From an optimization exercise on the open Yosys and OpenROAD flow, aimed at small area; shortcuts taken in it are not production practice.
Only simulation tests tie the RTL to the original design; equivalence was not proved.

==> flow/design.v (excerpt) <==
module MULTI_CYCLE_RISC_V#(parameter INSTRUCTION_ADDR_SIZE = 5, DATA_LEN = 32)(input clk, input rst, input ins_write,input [(2**INSTRUCTION_ADDR_SIZE)-1:0] instruction_in, output [DATA_LEN-1:0] res);
	integer k;
	wire [6:0] in_op = instruction_in[6:0];
	wire [9:0] in_fn = {instruction_in[31:25], instruction_in[14:12]};
	wire in_r  = (in_op == 7'd51);
	wire in_ld = (in_op == 7'd3);
	wire in_st = (in_op == 7'd35);
	wire in_bq = (in_op == 7'd99);
	reg [2:0] in_aop;
	always @* begin
		case (in_fn)
			10'b0000000000: in_aop = 3'b000;
			10'b0100000000: in_aop = 3'b001;
			10'b0000000111: in_aop = 3'b010;
			10'b0000000110: in_aop = 3'b011;
			default:        in_aop = 3'b100;
		endcase
	end
	wire [1:0] in_typ = in_ld ? 2'b01 : in_st ? 2'b10 : in_bq ? 2'b11 : 2'b00;
	wire [6:0] in_hi  = (in_ld | in_st) ? instruction_in[31:25] : in_r ? {3'b000, 1'b1, in_aop} : 7'd0;
	wire [23:0] in_word = {in_typ, in_hi, instruction_in[24:20], instruction_in[19:15], instruction_in[11:7]};
	reg [23:0] imem [0:31];
	reg [4:0] imem_wptr;
	reg imem_wrap;
	reg [4:0] pc;
	always @(posedge clk or negedge rst) begin
		if (~rst) begin
			imem_wptr <= 5'd0;
			imem_wrap <= 1'b0;
		end else if (ins_write) begin
			imem_wptr <= imem_wptr + 1'b1;
			if (imem_wptr == 5'd31) imem_wrap <= 1'b1;
		end
	end
	always @(posedge clk) begin
		if (ins_write) imem[imem_wptr] <= in_word;
	end
	wire fetch_ok = ~ins_write & (imem_wrap | (pc < imem_wptr));
	reg [31:0] fetch_sel;
	reg [767:0] fetch_d;
	wire [23:0] fetch;
	always @* begin
		for (k = 0; k < 32; k = k + 1) begin
			fetch_sel[k] = fetch_ok && (pc == k);
			fetch_d[k*24 +: 24] = imem[k];
		end
	end
	MUXI fetch_mux(.sel(fetch_sel), .d(fetch_d), .y(fetch));
	reg [23:0] ifid_w;
	reg [4:0] ifid_ptr;
	reg [1:0] pstate;
	reg [4:0] idex_rs1, idex_rs2, idex_rd;
	reg [6:0] idex_hi;
	reg [2:0] idex_aop;
	reg idex_imm_ld, idex_imm_st, idex_imm_z;
	reg idex_mr, idex_mw, idex_rw, idex_m2r;
	reg idex_beq, idex_pred, idex_dz;
	reg [31:0] exmem_alu;
	reg [4:0] exmem_rd;
	reg exmem_rw, exmem_m2r, exmem_mr, exmem_z;
	reg exmem_upd, exmem_taken, exmem_misp;
	reg [31:0] memwb_val;
	reg [4:0] memwb_rd;
	reg memwb_rw, memwb_z;
	reg [31:0] wb_data;
  ...
Size: roughly 6400 cells after synthesis, roughly 3100 flip-flops, ~0.12 sq mm of cells after synthesis.
==> flow/config.mk <==
export PLATFORM = sky130hd
export DESIGN_NAME = MULTI_CYCLE_RISC_V
export DESIGN_NICKNAME = MULTI_CYCLE_RISC_V
export VERILOG_FILES = /design/flow/design.v
export SDC_FILE = /design/flow/constraint.sdc
export NUM_CORES = 8
export LEC_CHECK = 0
export CAP_MARGIN = 20
export CORE_MARGIN = 2
export CORE_UTILIZATION = 60
export PLACE_DENSITY = 0.7
export SLEW_MARGIN = 20
==> flow/constraint.sdc <==
create_clock -name core_clock -period 10.0 [get_ports {clk}]
set_input_delay 2.0000 -clock core_clock [delete_from_list [all_inputs] [get_ports {clk}]]
set_output_delay 2.0000 -clock core_clock [all_outputs]
set_load 0.01 [all_outputs]
standard.sh (not shown) runs the stock make flow with config.mk's settings and CLKGATE_MAP_FILE= SYNTH_SCRIPT=/design/flow/synth_recipe.tcl, a recipe that flattens the netlist after the stock synthesis.
==> flow/flow/run.sh <==
#!/bin/bash
# Own layout flow: the standard ORFS flow, except that
#  - the one-hot read multiplexers (modules MUXI, MUXR, MUXD) are given as
#    structural sky130 cells before synthesis, so that ABC does not remap them;
#  - clock tree synthesis uses larger sink clusters and no dummy loads.
set -euo pipefail
python3 flow/subst.py design.v design_mapped.v > subst.log 2>&1
bash standard.sh VERILOG_FILES="$PWD/design_mapped.v" \
  CTS_ARGS="-sink_clustering_enable -repair_clock_nets -sink_clustering_size 32 -sink_clustering_max_diameter 65 -dont_use_dummy_load" \
  finish > standard.log 2>&1
Other scripts of this flow, unchanged in this note and not shown: flow/flow/muxgen.py, flow/flow/subst.py
Then changed:
--- a/flow/flow/run.sh
+++ b/flow/flow/run.sh
@@ -5 +5 @@
-#  - clock tree synthesis uses larger sink clusters and no dummy loads.
+#  - clock tree synthesis uses clkbuf_8 buffers, its own sink clusters and no dummy loads.
@@ -9 +9 @@
-  CTS_ARGS="-sink_clustering_enable -repair_clock_nets -sink_clustering_size 32 -sink_clustering_max_diameter 65 -dont_use_dummy_load" \
+  CTS_ARGS="-sink_clustering_enable -repair_clock_nets -sink_clustering_size 20 -sink_clustering_max_diameter 60 -dont_use_dummy_load -buf_list sky130_fd_sc_hd__clkbuf_8" \
The changed run went through all stages and came out clean.
Non-clock buffer count is unchanged.
Die area does not change.
Final area is lower slightly.
Register-to-register slack gains 0.03 ns.
Final cell count is higher slightly.
Global-route usage hardly moves.

==> afterwards: timing with drivers on the ports <==
The results above use ideal ports. As a check the final layouts listed here were re-extracted and re-timed, cells and wires unchanged.
Step 1 assumes that a clkbuf_16 drives the clock port and a buf_2 every other input.
Step 2 moves the port delays by t, midway between the first and last clock arrival at a register: inputs arrive t later, outputs are due t later. That takes back most of the time a late clock gives input paths.
a / b / c = ideal ports / drivers / drivers and shift; a / b = the first two.
run	t (ns)	setup slack, ns	worst setup path at the end	clock arrival spread, ns	worst slew at a driven data input, ns
the first run	0.911	0.272 / 0.272 / 0.272	register to register	0.093 / 0.093	0.06
the second run	1.078	0.298 / 0.298 / 0.298	register to register	0.147 / 0.147	0.06
After both steps every run listed still meets setup and hold.
